Background: an optimization exercise with open tools, aiming at small area, a short achievable clock period and few clock cycles per item. Do not read the settings as production practice. RTL that was checked went through simulation tests only; none was proved equivalent to the original. The RTL of run 5 was laid out without a check of its function. No activity file was given, so power comes from the tool's default toggle rates.

==> flow/design.v, too long to show whole: its modules and the start of the top module <==
// module multserial: 1366 lines
// module benc: 5 lines
// module xnr: 3 lines
// module bsel: 3 lines
// module bseln: 3 lines
// module fa: 4 lines
// module fa1: 4 lines
// module ha: 4 lines
// module pnode: 4 lines
// module gnode: 3 lines
// module cpa: 268 lines
module multserial(input wire CLK,
                  input wire RST,
                  input wire MST,
                  input wire MSGN,
                  input wire [31:0] SRCA,
                  input wire [31:0] SRCB,
                  output wire [63:0] PROD,
                  output wire PRODV);
  // ...
==> flow/flow/run.sh <==
#!/bin/bash
set -e
export BUFFER_PORTS_ARGS="-buffer_cell sky130_fd_sc_hd__buf_2"
bash standard.sh finish > standard.log 2>&1
==> flow/standard.sh <==
#!/bin/bash
# synth_recipe.tcl (not shown) runs the flow's synth.tcl, then flattens the netlist and writes it again
# the make line also repeats each setting of config.mk as NAME=value (left out here)
make -C /OpenROAD-flow-scripts/flow DESIGN_CONFIG=/design/flow/config.mk WORK_HOME=/design/flow/orfs CLKGATE_MAP_FILE= SYNTH_SCRIPT=/design/flow/synth_recipe.tcl "${@:-finish}"
==> flow/config.mk <==
export PLATFORM = sky130hd
export DESIGN_NAME = multserial
export DESIGN_NICKNAME = multserial
export VERILOG_FILES = /design/flow/design.v
export SDC_FILE = /design/flow/constraint.sdc
export NUM_CORES = 4
export LEC_CHECK = 0
export CAP_MARGIN = 20
export CORE_MARGIN = 2
export CORE_UTILIZATION = 40
export PLACE_DENSITY = 0.8
export SLEW_MARGIN = 20
export SYNTH_HIERARCHICAL = 1
==> flow/constraint.sdc <==
create_clock -name core_clock -period 5.0 [get_ports {CLK}]
set_input_delay 1.0000 -clock core_clock [delete_from_list [all_inputs] [get_ports {CLK}]]
set_output_delay 1.0000 -clock core_clock [all_outputs]
set_load 0.01 [all_outputs]
==> results_dict.tcl, run 1 <==
set metrics [dict create \
    grt_overflow 0 \
    met1_usage 0.3530 \
    synth.area.mux_share 0 \
    critical_path_class "input port to flop" \
    maxCapViolCount 0 \
    crit_top_cell "fa_1" \
    ys_seq_area_frac 0.1425 \
    reg2reg_from "prodv" \
    worstHoldPathType "flop to flop" \
    timing.final.crit_share 0.9414 \
    finalSetupViolCount 0 \
    async_reset_ff_frac 0 \
    power_clock_uw 1230 \
    outcome "no timing/DRC/antenna violations" \
    tightest_slew_ns 0.8585 \
    start_util 0.4056 \
    r2r_cells 1 \
    hold_depth 1 \
    power_switching_uw 9657 \
    maxSlewViolCount 0 \
    die-height_um 257.1 \
    core_um2 63200 \
    ff2ff_setup_slack_ns 4.38 \
    post-route-min-period_ns 4.707 \
    clock_buffer_count 17 \
    seqCellArea_um2 3654 \
    clockBufferDepth 2 \
    cp.required_ns 5.21 \
    synth-simple-area-share 0.04052 \
    grt_max_degree 72 \
    drt_iter0_markers 3274 \
    gp_congestion 1.051 \
    drc_errors 0 \
    ios 133 \
]
Testbench counts, summed over its fixed seeds: cycles 2,000, items 2,000.
==> inputs of run 2 (changes only) <==
--- a/flow/config.mk
+++ b/flow/config.mk
@@ -8,6 +8,6 @@
 export CAP_MARGIN = 20
 export CORE_MARGIN = 2
 export CORE_UTILIZATION = 40
-export PLACE_DENSITY = 0.8
+export PLACE_DENSITY = 0.6
 export SLEW_MARGIN = 20
 export SYNTH_HIERARCHICAL = 1
==> run 2 against run 1 <==
Against the previous run:
- utilization about the same
- clock power grew 9%
- sequential share of layout area hardly changed
- clock skew did not move
- synthesized area unchanged
- first-iteration DRC count decreased by 19%
- synthesized cell count unchanged
- via count down 1.9%
- sequential power hardly changed
==> results_dict.tcl, run 2 <==
set metrics [dict create \
    num_rows 92 \
    power_density_nw_per_um2 652.4 \
    post-route-min-period_ns 4.813 \
    clock_latency_ns 0.48 \
    maxSlewViolCount 0 \
    p_total_uw 20270 \
    leakagePower_uw 0.01241 \
    cts_hold_buf 0 \
    die-height_um 257.1 \
    ys_warn_count 7 \
    place_ws_ns -0.1933 \
    gp_congestion 0.9885 \
    vias 21310 \
    async_reset_ff_frac 0 \
    vdd_drop_max_uv 343.9 \
    mostFrequentLayoutCells "o22ai_1, xnor2_1, fa_1" \
    mostFrequentLayoutCell "o22ai_1" \
    final_core_util 0.4918 \
    wl_per_cell_um 26.14 \
    antenna_found_initial 2 \
    synth_ff_type "edfxtp_1" \
    drt_iter0_markers 2648 \
    drive_above_1_share 0.2155 \
    top_register "s_q" \
    grt_pass1_vias 22460 \
    crit_top_cell "a21o_1" \
    startpoint_type "flop" \
    yosysTopAreaCell "fa_1" \
    drc_errors 0 \
    yosys-top-cells-count "o22ai_1, xnor2_1, fa_1, ha_1, edfxtp_1" \
    fin_cells 3477 \
    synthTopCellsByArea "fa_1, xnor2_1, edfxtp_1" \
    cell_internal_pwr_uw 10890 \
    critPathCaptureType "primary output" \
    power_switching_uw 9387 \
    tritoncts "built" \
    ys_seq_elements 122 \
    maxCapViolCount 0 \
    syn_inst 2192 \
    clock-root-buffer "clkbuf_16" \
    rsz0062_at_grt "no" \
    clockBufferDepth 2 \
    largest_reg_flops 64 \
    start_util 0.4056 \
    dp.cells 3445 \
    clkSinkCount 122 \
    slew_headroom 0.3476 \
    crit_chain "ha_1 -> a21o_1 -> a21o_1 -> a21o_2 -> a21o_4 -> a21o_1 -> a21o_1 -> a21o_1 -> a21o_1 -> xor2_1 -> buf_2" \
    reg_top3 "s_q (64), c_q (56)" \
    clock_power_share 0.066 \
    ys_types 24 \
    nFillCells 5702 \
    grt_pass1_wl_um 139100 \
    ys_seq_area_frac 0.1425 \
    drtPass1Iterations 8 \
    antenna_left 0 \
    syn_nets 2860 \
    fmax_ghz 0.2078 \
    wirelength_um 90880 \
    max_stage_delay_ns 0.42 \
    hpwl_um 74400 \
    synth_top_area_frac 0.3710 \
    grt_util_all_layers 0.2799 \
    io_buffers 132 \
    seq_power_share 0.146 \
    critical_path_arrival_ns 3.81 \
    critical_path_class "flop to primary output" \
    grt_overflow 0 \
    htreeDepth 4 \
    timing.final.crit_share 0.9625 \
    clk_pin_slew_ns 0.08 \
    cp_max_fo 6 \
    outcome "no timing/DRC/antenna violations" \
    pwr-share-comb 0.788 \
    avgViaCountPerCell 6.130 \
    grt_max_degree 65 \
    setup_slack_ns 0.1874 \
    finalSetupViolCount 0 \
    numCtsBuffers 17 \
    ios 133 \
    synth.avg_cell_area_um2 11.69 \
    diodes 0 \
    cp_slowest_cell "xor2_1" \
    swShare 0.4630 \
    synthesis.area_um2 25630 \
    setup_tns_ns 0 \
    hold_viol_final 0 \
    syn_to_final_growth_pct 21.25 \
    die_w_um 257.1 \
    skew_ns 0 \
    worstHoldPathType "flop to flop" \
    nets 3286 \
    synth_edf_count 121 \
    core_um2 63200 \
    tightest_slew_ns 0.9785 \
    cp.required_ns 4.00 \
    die_area_um2 66120 \
]
[run 2: cell counts after synthesis]
Identical to the previous run, type by type.
[run 2: modules after synthesis (local to each module, per instance)]
module	area, um^2	flops+latches
ha	12.51	0
fa1	27.53	0
cpa	490.5	0
bsel	6.256	0
multserial	4199	122
bseln	8.758	0
xnr	8.758	0
pnode	13.76	0
benc	50.05	0
fa	20.02	0
gnode	7.507	0
[run 2: metrics by stage]
| stage | hold WS [ns] | area (um^2) |
|---|---|---|
| after global placement | 0.4577 | 30460 |
| after floorplan | 0.5255 | 26000 |
| after global routing | 0.5041 | 31080 |
| after detailed placement | 0.4727 | 30460 |
| final | 0.4828 | 31080 |
| after CTS | 0.4856 | 31060 |
[run 2: cell type report]
class | count | area [um^2] | area share
multi-input combinational | 1979 | 21960 | 0.7067
sequential | 122 | 3654 | 0.1176
clock buffer | 17 | 425.4 | 0.01369
inverter | 76 | 285.3 | 0.009179
timing repair buffer | 422 | 3516 | 0.1131
tap | 846 | 1059 | 0.03406
clock inverter | 15 | 175.2 | 0.005636
[run 2: repair_timing]
item,CTS,global route
setup buffers,0,0
gates resized for setup,1,4
endpoints found under the setup margin,1,2
[run 2: critical path, delay by kind of cell, from the launching register on]
family / cells / cell delay (ns)
buffers and inverters: 1 / 0.23
adder cells (fa/ha/maj): 1 / 0.33
XOR/XNOR: 1 / 0.42
AO/OA/AOI/OAI: 8 / 1.94
flip-flops: 1 / 0.38
[run 2: final timing paths]
check                            start       end  slack, ns  cells after the start
worst max-delay path            s_q[8]  PROD[38]       0.19                     11
worst min-delay path             prodv     prodv       0.48                      1
worst max register to register   prodv     prodv       4.39                      1
worst min register to register   prodv     prodv       0.48                      1
[run 2: layer usage]
metal | wire length [um] | share of wire | global-route usage
met2 | 40160 | 0.44 | 0.4219
met1 | 36970 | 0.41 | 0.3800
met3 | 9997 | 0.11 | 0.08126
met4 | 3747 | 0.041 | 0.1089
met5 | 11 | 0.00012 | 0
[run 2: kinds of logic after synthesis]
kind of cell / synth area share
compound gates: 0.1700
fa+ha+maj: 0.4320
xor+xnor: 0.1996
simple gates: 0.04052
flops: 0.1425
buf+inv: 0.01538
[run 2: power groups by stage]
stage          sequential, uW  clock [uW]  combinational (uW)
2_1_floorplan            2910           0               10500
3_3_place_gp             2970           0               15400
3_5_place_dp             2980           0               15900
4_1_cts                  2970        1380               16100
5_1_grt                  3010        1420               17900
6_report                 2960        1340               16000
==> inputs of run 3 (changes only) <==
--- a/flow/config.mk
+++ b/flow/config.mk
@@ -8,6 +8,7 @@
 export CAP_MARGIN = 20
 export CORE_MARGIN = 2
 export CORE_UTILIZATION = 40
-export PLACE_DENSITY = 0.6
+export GPL_ROUTABILITY_DRIVEN = 0
+export PLACE_DENSITY = 0.7
 export SLEW_MARGIN = 20
 export SYNTH_HIERARCHICAL = 1
==> run 3 against run 2 <==
Against the previous run:
- still clean on timing, DRC and antenna
- critical path depth increased by 1
- setup slack improved by 0.019 ns
- via count increased by 2.3%
- critical endpoint is now c_q[30]
- largest cell class unchanged
==> results_dict.tcl, run 3 <==
set metrics [dict create \
    hold_path_end "prodv" \
    antenna_left 0 \
    tightest_slew_ns 1.025 \
    clkSinkCount 122 \
    antenna_found_initial 0 \
    die_w_um 257.1 \
    maxCapViolCount 0 \
    grt_busiest_layer "met2" \
    seqCellArea_um2 3654 \
    ff2ff_setup_slack_ns 4.39 \
    top_register "s_q" \
    use_met3 0.08599 \
    synth_ff_type "edfxtp_1" \
    clockBufferDepth 2 \
    diodes 0 \
    grt_max_degree 67 \
    r2r_end "prodv" \
    clock-root-buffer "clkbuf_16" \
    rsz0062_at_grt "no" \
    wirelength_um 86530 \
    mostFrequentLayoutCell "o22ai_1" \
    finalSetupViolCount 0 \
    met1_usage 0.3407 \
    ys_seq_elements 122 \
    yosys-top-cells-count "o22ai_1, xnor2_1, fa_1, ha_1, edfxtp_1" \
    synth_edf_count 121 \
    ys_types 24 \
    clock_latency_ns 0.49 \
    cp_slowest_cell "fa_1" \
    critPathCaptureType "flop" \
    mostFrequentLayoutCells "o22ai_1, xnor2_1, fa_1" \
    reg_top3 "s_q (64), c_q (56)" \
    leakagePower_uw 0.01228 \
    numCtsBuffers 17 \
    worstHoldPathType "flop to flop" \
    final_core_util 0.4880 \
    cp.required_ns 5.22 \
    hpwl_um 69180 \
    grt_util_all_layers 0.2644 \
    drt_iter0_markers 3334 \
    crit_top_cell "fa_1" \
    ys_warn_count 7 \
    wl_per_cell_um 25.09 \
    io_buffers 132 \
    synthesis.area_um2 25630 \
    yosysTopAreaCell "fa_1" \
    start_util 0.4056 \
    critical_path_arrival_ns 5.02 \
    die-height_um 257.1 \
    post-route-min-period_ns 4.793 \
    ios 133 \
    cts_hold_buf 0 \
    nets 3258 \
    setup_tns_ns 0 \
    largest_reg_flops 64 \
    synth_top_area_frac 0.3710 \
    syn_nets 2860 \
    power_density_nw_per_um2 660.8 \
    hold_depth 1 \
    avgViaCountPerCell 6.320 \
    num_rows 92 \
    grt_pass1_wl_um 133700 \
    min_from "prodv" \
    vdd_drop_max_uv 444.1 \
    grt_pass1_vias 22810 \
    vias 21800 \
    clk_pin_slew_ns 0.06 \
    syn_inst 2192 \
    cp_top_family "adder cells" \
    critical_path_class "input port to flop" \
    cts_setup_buffers 0 \
    skew_ns 0 \
    syn_to_final_growth_pct 20.32 \
    core_um2 63200 \
    maxSlewViolCount 0 \
    hold_viol_final 0 \
    crit_chain "buf_2 -> ha_2 -> nor2b_4 -> buf_4 -> xnor2_1 -> o22ai_1 -> fa_1 -> fa_1 -> fa_1 -> fa_1 -> fa_1 -> fa_1" \
    die_area_um2 66120 \
    drtPass1Iterations 10 \
    tritoncts "built" \
    drive_above_1_share 0.2063 \
    async_reset_ff_frac 0 \
    synthTopCellsByArea "fa_1, xnor2_1, edfxtp_1" \
    startpoint_type "input port" \
    r2r_cells 1 \
    max_stage_delay_ns 0.59 \
    grt_overflow 0 \
    grt_use_met2 0.3985 \
    cp_max_fo 7 \
    ys_seq_area_frac 0.1425 \
    reg2reg_from "prodv" \
    drc_errors 0 \
    outcome "no timing/DRC/antenna violations" \
    multi_input_area_um2 21950 \
    ctsResizeCount 0 \
    fmax_ghz 0.2086 \
    synth.avg_cell_area_um2 11.69 \
    htreeDepth 4 \
    critPathBufInv 2 \
    timing.final.crit_share 0.9587 \
    slew_headroom 0.3164 \
    nFillCells 5540 \
]
-- run 3: cell counts after synthesis --
Identical to the previous run, type by type.
-- run 3: kinds of logic after synthesis --
logic type | count (synthesis) | share of synthesized area
AO/OA/AOI/OAI | 663 | 0.1700
flip-flops | 122 | 0.1425
XOR/XNOR | 584 | 0.1996
adder cells (fa/ha/maj) | 600 | 0.4320
buffers and inverters | 91 | 0.01538
AND/OR/NAND/NOR | 132 | 0.04052
-- run 3: per-stage QoR --
stage	area [um^2]	total power [uW]	hold WS (ns)	std cells	setup WS, ns
final	30840	20380	0.4830	3449	0.2066
after global routing	30840	22580	0.5029	3449	0.1327
after CTS	30840	20520	0.4844	3449	0.2268
after detailed placement	30230	18890	0.4691	3417	-0.1993
after global placement	30230	18380	0.4616	3417	-0.1569
after floorplan	26000	13410	0.5255	2192	-0.3635
-- run 3: area by class of cell --
cell class | count | area share
timing repair buffer | 394 | 0.1064
sequential | 122 | 0.1185
clock buffer | 17 | 0.01379
multi-input combinational | 1979 | 0.7117
tap | 846 | 0.03432
inverter | 76 | 0.009250
clock inverter | 15 | 0.006086
-- run 3: how the worst max path moves through the flow --
stage               startpoint        to  cells past startpoint
global route          SRCB[27]   c_q[30]                     12
floorplan             SRCB[20]   c_q[25]                     10
CTS                     s_q[8]  PROD[62]                     12
detailed placement    SRCB[27]   c_q[28]                     12
finish                SRCB[27]   c_q[30]                     12
global placement      SRCB[28]   c_q[25]                     12
-- run 3: metal layers --
layer | up-vias | part of all wire
li1 | 8887 | -
met1 | 10820 | 0.38
met2 | 1710 | 0.44
met3 | 377 | 0.13
met4 | 0 | 0.058
met5 | - | 0
-- run 3: power breakdown --
part	internal [uW]	switching [uW]
combinational	7340	8740
clock	790	547
sequential	2790	171
-- run 3: Yosys stat by module (local to each module, per instance) --
module | area [um^2] | times used | flip-flops and latches
benc | 50.05 | 15 | 0
bsel | 6.256 | 528 | 0
bseln | 8.758 | 16 | 0
cpa | 490.5 | 1 | 0
fa | 20.02 | 475 | 0
fa1 | 27.53 | 11 | 0
gnode | 7.507 | 55 | 0
ha | 12.51 | 99 | 0
multserial | 4199 | 1 | 122
pnode | 13.76 | 48 | 0
xnr | 8.758 | 528 | 0
==> inputs of run 4 (changes only) <==
--- a/flow/config.mk
+++ b/flow/config.mk
@@ -8,7 +8,6 @@
 export CAP_MARGIN = 20
 export CORE_MARGIN = 2
 export CORE_UTILIZATION = 40
-export GPL_ROUTABILITY_DRIVEN = 0
 export PLACE_DENSITY = 0.7
 export SLEW_MARGIN = 20
 export SYNTH_HIERARCHICAL = 1
==> run 4 against run 3 <==
Against the previous run:
- maximum frequency up 0.59%
- clock power down 3%
- sequential power about the same
- combinational power about the same
- non-clock buffer count up 6
- sequential cell count unchanged
- register-to-register slack about the same
- largest power group unchanged
- highest routed layer is now met5
==> results_dict.tcl, run 4 <==
set metrics [dict create \
    io_buffers 132 \
    reg_top3 "s_q (64), c_q (56)" \
    grt_max_degree 66 \
    tightest_slew_ns 0.9419 \
    outcome "no timing/DRC/antenna violations" \
    mostFrequentLayoutCell "o22ai_1" \
    post-route-min-period_ns 4.765 \
    mostFrequentLayoutCells "o22ai_1, xnor2_1, fa_1" \
    synth_edf_count 121 \
    cell_internal_pwr_uw 10820 \
    synth.avg_cell_area_um2 11.69 \
    maxCapViolCount 0 \
    critical_path_arrival_ns 3.77 \
    async_reset_ff_frac 0 \
    drtPass1Iterations 6 \
    leakagePower_uw 0.01231 \
    start_util 0.4056 \
    grt_pass1_wl_um 138900 \
    die_area_um2 66120 \
    grt_overflow 0 \
    vias 21560 \
    critPathCaptureType "primary output" \
    gp_congestion 0.9902 \
    antenna_found_initial 1 \
    timing.final.crit_share 0.9531 \
    clkSinkCount 122 \
    antenna_left 0 \
    drc_errors 0 \
    ys_seq_elements 122 \
    clock-root-buffer "clkbuf_16" \
    ys_seq_area_frac 0.1425 \
    worstHoldPathType "flop to flop" \
    ctsResizeCount 0 \
    skew_ns 0 \
    cts_setup_buffers 0 \
    maxSlewViolCount 0 \
    drt_iter0_markers 2671 \
    synth_ff_type "edfxtp_1" \
    p_total_uw 20200 \
    slew_headroom 0.3720 \
    syn_inst 2192 \
    top_register "s_q" \
    clk_pin_slew_ns 0.06 \
    swShare 0.4646 \
    critical_path_class "flop to primary output" \
    core_um2 63200 \
    wirelength_um 90240 \
    avgViaCountPerCell 6.236 \
    postPlaceCellArea_um2 30360 \
    synthesis.area_um2 25630 \
    clock_power_share 0.065 \
    synthTopCellsByArea "fa_1, xnor2_1, edfxtp_1" \
    grt_pass1_vias 22840 \
    syn_nets 2860 \
    synth_top_area_frac 0.3710 \
    seq_power_share 0.146 \
    num_rows 92 \
    fin_area_um2 30950 \
    nets 3264 \
    syn_to_final_growth_pct 20.77 \
    grt_util_all_layers 0.2775 \
    power_switching_uw 9387 \
    ios 133 \
    largest_reg_flops 64 \
    die-height_um 257.1 \
    startpoint_type "flop" \
    power_density_nw_per_um2 652.7 \
    pwr-share-comb 0.789 \
    vdd_drop_max_uv 452.8 \
    finalSetupViolCount 0 \
    numCtsBuffers 17 \
    rsz0062_at_grt "no" \
    ys_types 24 \
    htreeDepth 4 \
    cp.required_ns 4.00 \
    die_w_um 257.1 \
    wl_per_cell_um 26.10 \
    tritoncts "built" \
    clockBufferDepth 2 \
    ys_warn_count 7 \
    drive_above_1_share 0.2081 \
    cts_hold_buf 0 \
    hold_viol_final 0 \
    cp_max_fo 3 \
    hpwl_um 72490 \
    fmax_ghz 0.2098 \
    clock_latency_ns 0.49 \
    yosysTopAreaCell "fa_1" \
    yosys-top-cells-count "o22ai_1, xnor2_1, fa_1, ha_1, edfxtp_1" \
]
-- run 4: path summary, 6_finish.rpt --
path / from / end / slack (ns) / cells past startpoint
max: c_q[22] / PROD[62] / 0.23 / 12
max reg2reg: prodv / prodv / 4.40 / 1
min: prodv / prodv / 0.48 / 1
min reg2reg: prodv / prodv / 0.48 / 1
-- run 4: critical path, cell delays in order, from the launching register on --
cell and delay [ns]:
edfxtp_1 0.55, ha_1 0.40, and2_1 0.18, and2_1 0.16
a21o_1 0.30, a21o_1 0.23, a21o_1 0.28, a21o_1 0.30
a21o_1 0.23, a21o_1 0.18, a21o_1 0.16, xor2_1 0.15
buf_2 0.14
-- run 4: layout make-up --
| type | instances | area, um^2 |
|---|---|---|
| timing repair buffer | 400 | 3413 |
| sequential | 122 | 3654 |
| antenna | 2 | 5.005 |
| fill | 5641 | 32240 |
| clock inverter | 15 | 165.2 |
| inverter | 76 | 285.3 |
| multi-input combinational | 1979 | 21950 |
| tap | 846 | 1059 |
| clock buffer | 17 | 425.4 |
-- run 4: power groups by stage --
stage	clock [uW]	sequential, uW	combinational [uW]
2_1_floorplan	0	2910	10500
3_3_place_gp	0	2970	15400
3_5_place_dp	0	2980	15900
4_1_cts	1340	2970	16100
5_1_grt	1380	3010	18000
6_report	1300	2960	15900
-- run 4: layer usage --
metal  track usage  routed length, um  vias to the layer above
li1              -                  -                     8924
met1        0.3727              35640                    10860
met2        0.4188              39950                     1527
met3       0.07634              10610                      249
met4        0.1232               4032                        2
met5             0                 13                        -
-- run 4: kinds of logic (layout without fill, tap and decap cells) --
| group | count (synthesis) | after routing | share of synthesized area |
|---|---|---|---|
| buf+inv | 91 | 508 | 0.01538 |
| compound gates | 663 | 663 | 0.1700 |
| simple gates | 132 | 132 | 0.04052 |
| other cells | 0 | 2 | 0 |
| fa+ha+maj | 600 | 600 | 0.4320 |
| flops | 122 | 122 | 0.1425 |
| xor+xnor | 584 | 584 | 0.1996 |
-- run 4: metrics by stage --
| step | hold slack, ns | utilization | setup TNS, ns | setup WS (ns) | std cells |
|---|---|---|---|---|---|
| after floorplan | 0.5255 | - | -8.229 | -0.3635 | 2192 |
| after global placement | 0.4599 | 0.4804 | -2.029 | -0.1358 | 3423 |
| after detailed placement | 0.4705 | 0.4804 | -3.546 | -0.2050 | 3423 |
| after CTS | 0.4797 | 0.4897 | 0 | 0.1998 | 3455 |
| after global routing | 0.5101 | 0.4897 | 0 | 0.05563 | 3455 |
| final | 0.4813 | 0.4898 | 0 | 0.2345 | 3457 |
-- run 4: modules after synthesis, one instance, submodules excluded --
module / flip-flops and latches / area, um^2 / copies in the design
fa: 0 / 20.02 / 475
fa1: 0 / 27.53 / 11
pnode: 0 / 13.76 / 48
benc: 0 / 50.05 / 15
cpa: 0 / 490.5 / 1
ha: 0 / 12.51 / 99
multserial: 122 / 4199 / 1
xnr: 0 / 8.758 / 528
bsel: 0 / 6.256 / 528
gnode: 0 / 7.507 / 55
bseln: 0 / 8.758 / 16
==> module benc, before the edit <==
module benc(input wire x2, input wire x1, input wire x0, output wire neg, output wire onen, output wire twon);
    assign neg = x2 & ~(x1 & x0);
    assign onen = ~(x1 ^ x0);
    assign twon = ~((x2 & ~x1 & ~x0) | (~x2 & x1 & x0));
endmodule
==> inputs of run 5 (changes only) <==
--- a/flow/design.v
+++ b/flow/design.v
@@ -1365,9 +1365,10 @@
     assign PRODV = prodv;
 endmodule
 module benc(input wire x2, input wire x1, input wire x0, output wire neg, output wire onen, output wire twon);
+    wire d = x1 ^ x0;
     assign neg = x2 & ~(x1 & x0);
-    assign onen = ~(x1 ^ x0);
-    assign twon = ~((x2 & ~x1 & ~x0) | (~x2 & x1 & x0));
+    assign onen = ~d;
+    assign twon = d | ~(x2 ^ x1);
 endmodule
 module xnr(input wire a, input wire b, output wire y);
     assign y = ~(a ^ b);
==> run 5 against run 4 <==
Against the previous run:
- sequential power rose by 4%
- wire length about the same
- hold slack hardly changed
- cell area is 1.5% lower
- sequential share of layout area up 0.18 points
- register-to-register slack is essentially flat
- clock skew did not move
- utilization is 0.56 points lower
- largest power group unchanged
- sequential cell count did not move
- synthesized cell count decreased by 0.68%
- setup slack got worse by 0.056 ns
==> results_dict.tcl, run 5 <==
set metrics [dict create \
    postPlaceCellArea_um2 29930 \
    htreeDepth 4 \
    largest_reg_flops 64 \
    drtPass1Iterations 6 \
    clk_pin_slew_ns 0.06 \
    synthesis.area_um2 25410 \
    fmax_ghz 0.2074 \
    met1_usage 0.3792 \
    maxSlewViolCount 0 \
    wirelength_um 90230 \
    timing.final.crit_share 0.9643 \
    vias 21000 \
    cp_max_fo 8 \
    ys_warn_count 7 \
    top_register "s_q" \
    cp_top_family "adder cells" \
    crit_chain "buf_2 -> ha_1 -> nor2b_4 -> buf_4 -> xnor2_1 -> o22ai_1 -> fa_1 -> fa_1 -> fa_1 -> fa_1 -> fa_1 -> fa_1" \
    grt_busiest_layer "met2" \
    critPathBufInv 2 \
    start_util 0.4035 \
    critical_path_class "input port to flop" \
    die-height_um 256.0 \
    grt_util_all_layers 0.2783 \
    grt_max_degree 62 \
    die_area_um2 65550 \
    drc_errors 0 \
    grt_pass1_wl_um 137100 \
    avgViaCountPerCell 6.109 \
    grt_use_met2 0.4224 \
    synth_edf_count 121 \
    cts_hold_buf 0 \
    die_w_um 256.0 \
    syn_to_final_growth_pct 20.00 \
    gp_congestion 0.9831 \
    mostFrequentLayoutCell "o22ai_1" \
    diodes 0 \
    leakagePower_uw 0.01209 \
    rsz0062_at_grt "no" \
    syn_inst 2177 \
    clkSinkCount 122 \
    maxCapViolCount 0 \
    clock-root-buffer "clkbuf_16" \
    num_rows 92 \
    wl_per_cell_um 26.25 \
    async_reset_ff_frac 0 \
    yosysTopAreaCell "fa_1" \
    crit_top_cell "fa_1" \
    critPathCaptureType "flop" \
    ys_seq_area_frac 0.1438 \
    vdd_drop_max_uv 570.7 \
    drive_above_1_share 0.2038 \
    cp_slowest_cell "fa_1" \
    seq_power_share 0.145 \
    hold_viol_final 0 \
    power_density_nw_per_um2 693.7 \
    swShare 0.4691 \
    clock_power_share 0.060 \
    tritoncts "built" \
    clock_latency_ns 0.49 \
    use_met3 0.06556 \
    clockBufferDepth 2 \
    finalSetupViolCount 0 \
    fin_area_um2 30490 \
    ios 133 \
    startpoint_type "input port" \
    p_total_uw 21150 \
    io_buffers 132 \
    pwr-share-comb 0.795 \
    synth.avg_cell_area_um2 11.67 \
    synth_top_area_frac 0.3743 \
    synthTopCellsByArea "fa_1, xnor2_1, edfxtp_1" \
    antenna_found_initial 3 \
    nets 3246 \
    synth_ff_type "edfxtp_1" \
    skew_ns 0 \
    cp.required_ns 5.23 \
    syn_nets 2845 \
    cts_setup_buffers 0 \
    worstHoldPathType "flop to flop" \
    grt_pass1_vias 22130 \
    ys_seq_elements 122 \
    max_stage_delay_ns 0.52 \
    antenna_left 0 \
    core_um2 62970 \
    numCtsBuffers 17 \
    reg_top3 "s_q (64), c_q (56)" \
    ctsResizeCount 0 \
    ys_types 23 \
    mostFrequentLayoutCells "o22ai_1, xnor2_1, fa_1" \
    tightest_slew_ns 0.9839 \
    power_switching_uw 9920 \
    drt_iter0_markers 2716 \
    hpwl_um 72170 \
    slew_headroom 0.3440 \
    yosys-top-cells-count "o22ai_1, xnor2_1, fa_1, ha_1, edfxtp_1" \
    holdWs_ns 0.4809 \
    nFillCells 5668 \
    grt_overflow 0 \
    post-route-min-period_ns 4.822 \
    critical_path_arrival_ns 5.05 \
    outcome "no timing/DRC/antenna violations" \
    cell_internal_pwr_uw 11230 \
]
==> run 5: cell types whose count changed after synthesis, sizes merged <==
cell / change
nand2: +15
xor2: +15
nor3b: -15
a21oi: -15
nor2b: -15
==> run 5: worst paths after layout <==
path,startpoint,to,slack (ns),cells past startpoint
worst min-delay path,prodv,prodv,0.48,1
worst max register to register,prodv,prodv,4.39,1
worst max-delay path,SRCB[28],c_q[29],0.18,12
worst min register to register,prodv,prodv,0.48,1
==> run 5: routing by layer <==
metal | vias to the layer above | routed length [um]
met1 | 10560 | 36910
met2 | 1343 | 39790
li1 | 8829 | -
met3 | 262 | 9083
met4 | 6 | 4396
met5 | - | 38
==> run 5: cells by family after synthesis <==
kind of cell	synth area share
AND/OR/NAND/NOR	0.03201
flip-flops	0.1438
XOR/XNOR	0.2065
AO/OA/AOI/OAI	0.1664
adder cells (fa/ha/maj)	0.4358
buffers and inverters	0.01551
==> run 5: layout make-up <==
cell class | count | area [um^2] | area share
Timing Repair Buffer | 397 | 3166 | 0.1038
Sequential cell | 122 | 3654 | 0.1198
Tap cell | 846 | 1059 | 0.03472
Clock buffer | 18 | 429.2 | 0.01408
Clock inverter | 14 | 135.1 | 0.004432
Inverter | 76 | 341.6 | 0.01120
Multi-Input combinational cell | 1964 | 21710 | 0.7119
==> run 5: per-module statistics from Yosys, one instance, submodules excluded, a selection <==
| module | flops+latches | cell area (um^2) | cells inside |
|---|---|---|---|
| pnode | 0 | 13.76 | 2 |
| gnode | 0 | 7.507 | 1 |
| ha | 0 | 12.51 | 1 |
| fa1 | 0 | 27.53 | 5 |
| xnr | 0 | 8.758 | 1 |
| fa | 0 | 20.02 | 1 |
| bseln | 0 | 8.758 | 1 |
==> run 5: power groups by stage <==
stage          registers, uW  logic, uW  clock network (uW)
3_3_place_gp            3090      16400                   0
2_1_floorplan           3020      11200                   0
3_5_place_dp            3100      16900                   0
5_1_grt                 3130      19000                1330
6_report                3070      16800                1270
4_1_cts                 3080      17000                1310
==> run 5: per-stage QoR <==
stage               setup slack [ns]  instances  setup TNS [ns]  utilization
floorplan                    -0.3732       2177          -8.420            -
global placement             -0.2558       3405          -5.294       0.4753
detailed placement           -0.3184       3405          -6.543       0.4753
CTS                           0.1517       3437               0       0.4842
global route                 0.06224       3437               0       0.4842
finish                        0.1785       3437               0       0.4842
==> inputs of run 6 (changes only) <==
--- a/flow/design.v
+++ b/flow/design.v
@@ -1366,10 +1366,13 @@
 endmodule
 module benc(input wire x2, input wire x1, input wire x0, output wire neg, output wire onen, output wire twon);
     wire d = x1 ^ x0;
-    assign neg = x2 & ~(x1 & x0);
+    bneg u_neg (.x2(x2), .x1(x1), .x0(x0), .neg(neg));
     assign onen = ~d;
     assign twon = d | ~(x2 ^ x1);
 endmodule
+module bneg(input wire x2, input wire x1, input wire x0, output wire neg);
+    assign neg = x2 & ~(x1 & x0);
+endmodule
 module xnr(input wire a, input wire b, output wire y);
     assign y = ~(a ^ b);
 endmodule
==> run 6 against run 5 <==
Against the previous run:
- synthesized area rose by 0.37%
- still clean
- critical endpoint is now PROD[62]
- sequential share of layout area fell by 0.13 points
- largest cell class unchanged
- critical path depth did not move
- maximum frequency rose by 1.7%
- final cell count rose by 0.26%
- clock power fell by 6%
- critical path type is now flop to primary output
- combinational power barely moved
==> results_dict.tcl, run 6 <==
set metrics [dict create \
    setup_tns_ns 0 \
    outcome "no timing/DRC/antenna violations" \
    die_area_um2 65790 \
    synth_top_area_frac 0.3729 \
    grt_pass1_vias 22750 \
    die-height_um 256.5 \
    syn_to_final_growth_pct 20.91 \
    antenna_found_initial 0 \
    hpwl_um 75420 \
    async_reset_ff_frac 0 \
    critPathCapture "PROD[62]" \
    clk_pin_slew_ns 0.06 \
    finalSetupViolCount 0 \
    critical_path_arrival_ns 3.74 \
    drtPass1Iterations 6 \
    ff2ff_setup_slack_ns 4.40 \
    clkSinkCount 122 \
    postPlaceCellArea_um2 30290 \
    mostFrequentLayoutCells "o22ai_1, xnor2_1, fa_1" \
    maxSlewViolCount 0 \
    synth_edf_count 121 \
    vdd_drop_max_uv 578.9 \
    cp_max_fo 5 \
    wirelength_um 93760 \
    crit_chain "ha_1 -> a21o_1 -> a21o_1 -> a21o_1 -> a21o_2 -> a21o_2 -> a21o_2 -> a21o_1 -> a21o_1 -> a21o_1 -> xor2_1 -> buf_2" \
    synthTopCellsByArea "fa_1, xnor2_1, edfxtp_1" \
    hold_viol_final 0 \
    nets 3239 \
    ys_warn_count 7 \
    maxCapViolCount 0 \
    yosys-top-cells-count "xnor2_1, o22ai_1, fa_1, edfxtp_1, ha_1" \
    io_buffers 132 \
    clock_latency_ns 0.49 \
    cp_slowest_cell "edfxtp_1" \
    ys_seq_area_frac 0.1433 \
    fmax_ghz 0.2109 \
    multi_input_area_um2 21850 \
    critPathCaptureType "primary output" \
    htreeDepth 4 \
    clock-root-buffer "clkbuf_16" \
    rsz0062_at_grt "no" \
    critPathBufInv 1 \
    r2r_cells 1 \
    avgViaCountPerCell 6.183 \
    grt_overflow 0 \
    synth_ff_type "edfxtp_1" \
    synthesis.area_um2 25500 \
    skew_ns 0 \
    post-route-min-period_ns 4.741 \
    grt_pass1_wl_um 141300 \
    cp_top_family "compound AO/OA/AOI/OAI gates" \
    largest_reg_flops 64 \
    syn_inst 2177 \
    drc_errors 0 \
    tightest_slew_ns 0.8802 \
    start_util 0.4043 \
    startpoint_type "flop" \
    wl_per_cell_um 27.21 \
    leakagePower_uw 0.01217 \
    path_depth 12 \
    drt_iter0_markers 2448 \
    timing.final.crit_share 0.9482 \
    tritoncts "built" \
    die_w_um 256.5 \
    synth.most_common_cell "xnor2_1" \
    core_um2 63080 \
    ys_types 24 \
    cts_setup_buffers 0 \
    reg_top3 "s_q (64), c_q (56)" \
    fin_area_um2 30830 \
    drive_above_1_share 0.2124 \
    power_density_nw_per_um2 668.9 \
    critical_path_class "flop to primary output" \
    ys_seq_elements 122 \
    slew_headroom 0.4132 \
    vias 21310 \
    nFillCells 5711 \
    r2r_end "prodv" \
    holdWs_ns 0.4755 \
    worstHoldPathType "flop to flop" \
    clockBufferDepth 2 \
    max_stage_delay_ns 0.36 \
    cts_hold_buf 0 \
    grt_max_degree 64 \
    top_register "s_q" \
    seqCellArea_um2 3654 \
    cp.required_ns 4.00 \
    syn_nets 2830 \
    num_rows 92 \
    antenna_left 0 \
    grt_util_all_layers 0.2882 \
    numCtsBuffers 17 \
    synth.avg_cell_area_um2 11.71 \
    mostFrequentLayoutCell "o22ai_1" \
    crit_start "s_q[8]" \
    reg2reg_from "prodv" \
    ios 133 \
    crit_top_cell "a21o_1" \
    gp_congestion 0.9997 \
    yosysTopAreaCell "fa_1" \
]
==> run 6: layout make-up <==
class / instances / area share
diodes: 1 / 0.00008116
clock buffers: 17 / 0.01380
inverters: 61 / 0.007426
multi-input cells: 1979 / 0.7086
flip-flops and latches: 122 / 0.1185
clock inverters: 15 / 0.003774
repair buffers: 405 / 0.1135
well taps: 846 / 0.03433
==> run 6: repair_timing <==
action                     in CTS  in global routing
setup endpoints to repair       1                  4
gates resized for setup         1                  2
hold endpoints to repair        0                  0
==> run 6: worst min-delay path by stage <==
stage / end / startpoint / cells after the start / slack, ns
global placement: prodv / prodv / 1 / 0.46
finish: prodv / prodv / 1 / 0.48
CTS: prodv / prodv / 1 / 0.48
detailed placement: prodv / prodv / 1 / 0.46
global route: prodv / prodv / 1 / 0.52
floorplan: prodv / prodv / 1 / 0.53
==> run 6: logic make-up (layout without fill, tap and decap cells) <==
logic type,count (synthesis),after routing,share of synthesized area
buffers and inverters,76,498,0.01325
adders and majority gates,585,585,0.4269
xor gates and xnor gates,599,599,0.2057
DFF,122,122,0.1433
other,0,1,0
AOI/OAI and AO/OA,678,678,0.1775
and+or+nand+nor,117,117,0.03336
==> run 6: Yosys stat by module, one instance, submodules excluded <==
module / area (um^2) / cells inside
multserial: 4199 / 194
cpa: 490.5 / 56
benc: 30.03 / 4
fa1: 27.53 / 5
fa: 20.02 / 1
pnode: 13.76 / 2
ha: 12.51 / 1
bneg: 11.26 / 1
bseln: 8.758 / 1
xnr: 8.758 / 1
gnode: 7.507 / 1
bsel: 6.256 / 1
==> run 6: metal layers <==
layer,GRT usage,share of wire,vias up
li1,-,-,8906
met1,0.3608,0.38,10720
met2,0.4548,0.45,1412
met3,0.08323,0.11,272
met4,0.1465,0.056,2
met5,0,0.0017,-
==> run 6: metrics by stage <==
step / instances / setup slack, ns / total power [uW] / utilization
after floorplan: 2177 / -0.2555 / 13570 / -
after global placement: 3413 / -0.07427 / 19080 / 0.4801
after detailed placement: 3413 / -0.08177 / 19490 / 0.4801
after CTS: 3445 / 0.09813 / 20830 / 0.4887
after global routing: 3445 / 0.07745 / 22800 / 0.4888
final: 3446 / 0.2589 / 20630 / 0.4888
==> run 6: report_power, final <==
group	switching (uW)	internal (uW)
sequential	162	2790
clock	559	637
combinational	8970	7510
total	9700	10900
Testbench counts of run 6, summed over its fixed seeds: cycles 2,000, items 2,000.

-- static timing again, ports no longer ideal --
Ports are ideal in the flow. The routed layouts listed here were re-timed in OpenROAD.
Step 1, drivers: a clkbuf_16 drives CLK and a buf_2 each remaining input, both assumed.
Step 2, shift: input delay + t, output delay - t, t = (earliest + latest rising clock arrival at the registers) / 2. This alone moves slack from input paths to output paths.
Slacks: ideal ports / drivers / drivers and shift; pairs: ideal ports / drivers.
run	t (ns)	setup slack, ns	latest minus earliest clock arrival (ns)	slew at the worst register clock pin (ns)
run 1	0.519	0.293 / 0.257 / -0.211	0.012 / 0.012	0.07 / 0.07
run 2	0.546	0.187 / 0.127 / -0.268	0.019 / 0.019	0.08 / 0.08
run 3	0.546	0.207 / 0.233 / -0.313	0.015 / 0.015	0.07 / 0.07
run 4	0.550	0.235 / 0.177 / -0.236	0.009 / 0.010	0.07 / 0.07
run 5	0.552	0.178 / 0.137 / -0.335	0.021 / 0.021	0.07 / 0.07
run 6	0.554	0.259 / 0.201 / -0.132	0.014 / 0.014	0.07 / 0.07
With both steps, setup timing fails in every run listed, where it was met with ideal ports. The setup slack of run 3, which loses most, moves by +0.026 ns with the drivers and by -0.520 ns with both steps.
